Source: an optimization exercise on an open RTL-to-GDS flow (aim: small area and a short achievable clock period). Production flows keep margins and buffers that such runs may drop. RTL that was checked went through simulation tests only; none was proved equivalent to the original. Power figures rest on the tool's default switching activity, not on a simulated workload.

## fifo
module fifo(clk, rst, buf_in, buf_out, wr_en, rd_en, buf_empty, buf_full, fifo_counter);
export LEC_CHECK = 0
export CAP_MARGIN = 20
export CORE_MARGIN = 2
export CORE_UTILIZATION = 65
export CTS_CLUSTER_DIAMETER = 60
export CTS_CLUSTER_SIZE = 22
export SETUP_SLACK_MARGIN = 1.4
export SLEW_MARGIN = 20
export SYNTH_HIERARCHICAL = 1
create_clock -name core_clock -period 3.0 [get_ports {clk}]
standard.sh (not shown) runs the stock make flow with config.mk's settings and CLKGATE_MAP_FILE= SYNTH_SCRIPT=/design/flow/synth_recipe.tcl, a recipe that flattens the netlist after the stock synthesis.
==> flow/flow/run.sh <==
#!/bin/bash
# The standard ORFS layout; only clock tree synthesis differs: it inserts
# no dummy loads and clusters up to 22 sinks within 60 um per leaf buffer.
# The make output goes to standard.log; ORFS keeps each step's log under orfs/logs.
set -euo pipefail
export CTS_ARGS="-sink_clustering_enable -repair_clock_nets -sink_clustering_size 22 -sink_clustering_max_diameter 60 -dont_use_dummy_load"
bash standard.sh finish > standard.log 2>&1
The starting point completed with no timing, DRC or antenna violations.
Change:
==> flow/run.sh (new file) <==
#!/bin/bash
# synth_recipe.tcl (not shown) runs the flow's synth.tcl, then flattens the netlist and writes it again
# the make line also repeats each setting of config.mk as NAME=value (left out here)
make -C /OpenROAD-flow-scripts/flow DESIGN_CONFIG=/design/flow/config.mk WORK_HOME=/design/flow/orfs CLKGATE_MAP_FILE= SYNTH_SCRIPT=/design/flow/synth_recipe.tcl finish
removed: flow/flow/run.sh
removed: flow/standard.sh
What happened: Count of clock-buffer cells in the layout went up by 9. Total power goes up by 5.3%. Design area came out higher by 3.1%. Maximum frequency barely changes. Flip-flop and latch count does not change. Global-route usage hardly moves. Worst setup slack barely changes. Cell count rose by 3.5%. Die area does not change. Sequential share of layout area decreases by 2.1 points. First-iteration DRC count came out higher by 28%.
Change:
==> flow/flow/run.sh (new file) <==
#!/bin/bash
# The standard ORFS layout with two changes: clock tree synthesis inserts
# no dummy loads, and the port buffers are plain buf cells (buffer_ports
# would otherwise pick a slow delay cell).
# The make output goes to standard.log; ORFS keeps each step's log under orfs/logs.
set -euo pipefail
export CTS_ARGS="-sink_clustering_enable -repair_clock_nets -sink_clustering_size 22 -sink_clustering_max_diameter 60 -dont_use_dummy_load"
export BUFFER_PORTS_ARGS="-buffer_cell sky130_fd_sc_hd__buf_2"
bash standard.sh finish > standard.log 2>&1
==> flow/standard.sh (new file) <==
#!/bin/bash
# synth_recipe.tcl (not shown) runs the flow's synth.tcl, then flattens the netlist and writes it again
# the make line also repeats each setting of config.mk as NAME=value (left out here)
make -C /OpenROAD-flow-scripts/flow DESIGN_CONFIG=/design/flow/config.mk WORK_HOME=/design/flow/orfs CLKGATE_MAP_FILE= SYNTH_SCRIPT=/design/flow/synth_recipe.tcl "${@:-finish}"
- CORE_UTILIZATION: 65 -> 72
removed: flow/run.sh
Effect:
- The new run finished clean
- via count goes up by 0.36%
- power goes down by 5.0%
- clock power goes down by 15%
- die area falls by 9.5%
- setup slack loses 0.0056 ns
- clock-buffer cell count decreases by 9
- utilization climbs by 5.4 points
- wire length went down by 1.2%
- clock skew is higher by 0.015 ns
- area after synthesis does not change
Change:
==> flow/flow/run.sh (replaced) <==
#!/bin/bash
# The standard ORFS layout; only clock tree synthesis differs: it inserts
# no dummy loads and clusters up to 30 sinks within 80 um per leaf buffer.
# The make output goes to standard.log; ORFS keeps each step's log under orfs/logs.
set -euo pipefail
export CTS_ARGS="-sink_clustering_enable -repair_clock_nets -sink_clustering_size 30 -sink_clustering_max_diameter 80 -dont_use_dummy_load"
bash standard.sh finish > standard.log 2>&1
- CORE_UTILIZATION: 72 -> 65
After rerunning:
- combinational power increases by a few percent
- clock skew decreases by 0.013 ns
- core utilization decreases by 7.8 points
- flip-flop and latch count is unchanged
- worst setup slack loses 0.050 ns
- clock power decreases by about a fifth
- first-iteration DRC count increases slightly
- sequential power stays flat
- power decreases by a few percent
- die area increases by roughly a tenth
- area after synthesis does not change

## lane 1
fifo, a different RTL version from the one above (not shown whole).
For scale: roughly 1100 cells after synthesis, roughly 29 I/O pins.
==> flow/config.mk <==
export PLATFORM = sky130hd
export DESIGN_NAME = fifo
export DESIGN_NICKNAME = fifo
export VERILOG_FILES = /design/flow/design.v
export SDC_FILE = /design/flow/constraint.sdc
export NUM_CORES = 4
export LEC_CHECK = 0
export CAP_MARGIN = 20
export CORE_MARGIN = 2
export CORE_UTILIZATION = 65
export CTS_CLUSTER_DIAMETER = 60
export CTS_CLUSTER_SIZE = 22
export SETUP_SLACK_MARGIN = 1.4
export SLEW_MARGIN = 20
export SYNTH_HIERARCHICAL = 1
==> flow/constraint.sdc <==
create_clock -name core_clock -period 3.0 [get_ports {clk}]
set_input_delay 0.6000 -clock core_clock [delete_from_list [all_inputs] [get_ports {clk}]]
set_output_delay 0.6000 -clock core_clock [all_outputs]
set_load 0.01 [all_outputs]
==> flow/flow/run.sh <==
#!/bin/bash
# The standard ORFS layout with two changes: clock tree synthesis inserts
# no dummy loads, and the port buffers are plain buf cells (buffer_ports
# would otherwise pick a slow delay cell).
# The make output goes to standard.log; ORFS keeps each step's log under orfs/logs.
set -euo pipefail
export CTS_ARGS="-sink_clustering_enable -repair_clock_nets -sink_clustering_size 22 -sink_clustering_max_diameter 60 -dont_use_dummy_load"
export BUFFER_PORTS_ARGS="-buffer_cell sky130_fd_sc_hd__buf_2"
bash standard.sh finish > standard.log 2>&1
Lane 1: done, clean on timing, DRC and antenna
What lane 2 does differently from lane 1 at the input level:
-- flow/flow/run.sh --
<<< lane 1, line 7
export CTS_ARGS="-sink_clustering_enable -repair_clock_nets -sink_clustering_size 22 -sink_clustering_max_diameter 60 -dont_use_dummy_load"
export BUFFER_PORTS_ARGS="-buffer_cell sky130_fd_sc_hd__buf_2"
bash standard.sh finish > standard.log 2>&1
>>> lane 2, line 7
export CTS_ARGS="-sink_clustering_enable -repair_clock_nets -sink_clustering_size 22 -sink_clustering_max_diameter 60 -dont_use_dummy_load"
export BUFFER_PORTS_ARGS="-buffer_cell sky130_fd_sc_hd__buf_2"
bash standard.sh MATCH_CELL_FOOTPRINT=0 finish > standard.log 2>&1
## What came out
Compared with lane 1, lane 2 shows a higher required time of the critical path. Delta (lane 2 minus lane 1): met1 global-route usage saw an increase; sequential share of layout area saw an increase; area occupied by multi-input gates saw a decrease; final clock skew saw an increase. In the reports for lane 1 and lane 2, the smaller data arrival time of the worst path belongs to lane 2.
Function was not checked in any run of this note: the RTL went through the layout flow alone.

Setup of the previous run:
fifo, a different RTL version from the one above (not shown whole).
==> flow/config.mk <==
export PLATFORM = sky130hd
export DESIGN_NAME = fifo
export DESIGN_NICKNAME = fifo
export VERILOG_FILES = /design/flow/design.v
export SDC_FILE = /design/flow/constraint.sdc
export NUM_CORES = 4
export LEC_CHECK = 0
export CAP_MARGIN = 20
export CORE_MARGIN = 2
export CORE_UTILIZATION = 65
export CTS_CLUSTER_DIAMETER = 60
export CTS_CLUSTER_SIZE = 22
export SETUP_SLACK_MARGIN = 1.3
export SLEW_MARGIN = 20
export SYNTH_HIERARCHICAL = 1
==> flow/constraint.sdc <==
create_clock -name core_clock -period 3.0 [get_ports {clk}]
set_input_delay 0.6000 -clock core_clock [delete_from_list [all_inputs] [get_ports {clk}]]
set_output_delay 0.6000 -clock core_clock [all_outputs]
set_load 0.01 [all_outputs]
==> flow/flow/run.sh <==
#!/bin/bash
# The standard ORFS layout with two changes: clock tree synthesis inserts
# no dummy loads, and the port buffers are plain buf cells (buffer_ports
# would otherwise pick a slow delay cell).
# The make output goes to standard.log; ORFS keeps each step's log under orfs/logs.
set -euo pipefail
export CTS_ARGS="-sink_clustering_enable -repair_clock_nets -sink_clustering_size 22 -sink_clustering_max_diameter 60 -dont_use_dummy_load"
export BUFFER_PORTS_ARGS="-buffer_cell sky130_fd_sc_hd__buf_2"
bash standard.sh MATCH_CELL_FOOTPRINT=0 finish > standard.log 2>&1
For the current run, these inputs were changed with respect to the previous run:
==> flow/flow/run.sh <==
#!/bin/bash
# The standard ORFS layout with three changes: clock tree synthesis
# inserts no dummy loads; the port buffers are plain buf cells (buffer_ports
# would otherwise pick a slow delay cell); and the resizer may swap cells
# across footprints (MATCH_CELL_FOOTPRINT=0).
# The make output goes to standard.log; ORFS keeps each step's log under orfs/logs.
set -euo pipefail
export CTS_ARGS="-sink_clustering_enable -repair_clock_nets -sink_clustering_size 22 -sink_clustering_max_diameter 90 -dont_use_dummy_load"
export BUFFER_PORTS_ARGS="-buffer_cell sky130_fd_sc_hd__buf_2"
bash standard.sh MATCH_CELL_FOOTPRINT=0 finish > standard.log 2>&1
-- flow/config.mk --
<<< the previous run, line 11
export CTS_CLUSTER_DIAMETER = 60
export CTS_CLUSTER_SIZE = 22
export SETUP_SLACK_MARGIN = 1.3
export SLEW_MARGIN = 20
export SYNTH_HIERARCHICAL = 1
>>> the current run, line 11
export CTS_CLUSTER_DIAMETER = 60
export CTS_CLUSTER_SIZE = 22
export SETUP_SLACK_MARGIN = 1.4
export SLEW_MARGIN = 20
export SYNTH_HIERARCHICAL = 1
[summary]
Number of clock buffers in the layout of the current run falls short of that of the previous run by more than 10%. Routed wire length: the current run > the previous run. On met1 track demand over resource in global routing: between the previous run and the current run, it ends up lower for the current run. Looking at final period utilization, the current run sits 2.0 points lower than the previous run does. Going from the previous run to the current run, final worst-path setup slack grows by 0.061 ns. The current run vs the previous run: smallest hold slack down in the current run. The previous run ended up with flop to flop as its kind of critical path; the current run ended up with flop to primary output. Maximum frequency: the current run better than the previous run.

[static timing again, ports no longer ideal]
The flow's constraints put no driver on any port. The routed layouts listed below were extracted and timed again, unchanged, in two steps.
Step 1, drivers: a clkbuf_16 drives clk and a buf_2 each remaining input, both assumed.
Step 2 moves the port delays by t, midway between the first and last clock arrival at a register: inputs arrive t later, outputs are due t later. That takes back most of the time a late clock gives input paths.
Three values: ideal, step 1, step 2; two values: the first two.
run | t, ns | setup WS [ns] | worst setup path at the end | latest minus earliest clock arrival (ns) | pins driven straight from the clock port
the first run of note 1 | 0.576 | 1.385 / 1.331 / 0.885 | input to register | 0.042 / 0.041 | 1
the second run of note 1 | 0.581 | 1.385 / 1.329 / 0.840 | input to register | 0.036 / 0.035 | 1
the third run of note 1 | 0.564 | 1.379 / 1.329 / 0.912 | input to register | 0.046 / 0.047 | 1
the fourth run of note 1 | 0.614 | 1.329 / 1.274 / 0.893 | input to register | 0.040 / 0.040 | 1
lane 1 | 0.572 | 0.984 / 0.984 / 0.417 | input to register | 0.034 / 0.033 | 1
lane 2 | 0.572 | 1.073 / 1.073 / 0.522 | input to register | 0.035 / 0.034 | 1
the previous run | 0.571 | 1.263 / 1.263 / 0.869 | input to register | 0.037 / 0.036 | 1
the current run | 0.618 | 1.324 / 1.276 / 0.875 | input to register | 0.018 / 0.018 | 1
After both steps setup and hold are still met in every run listed. The setup slack of lane 1, which loses most, moves by 0.000 ns with the drivers and by -0.567 ns with both steps.
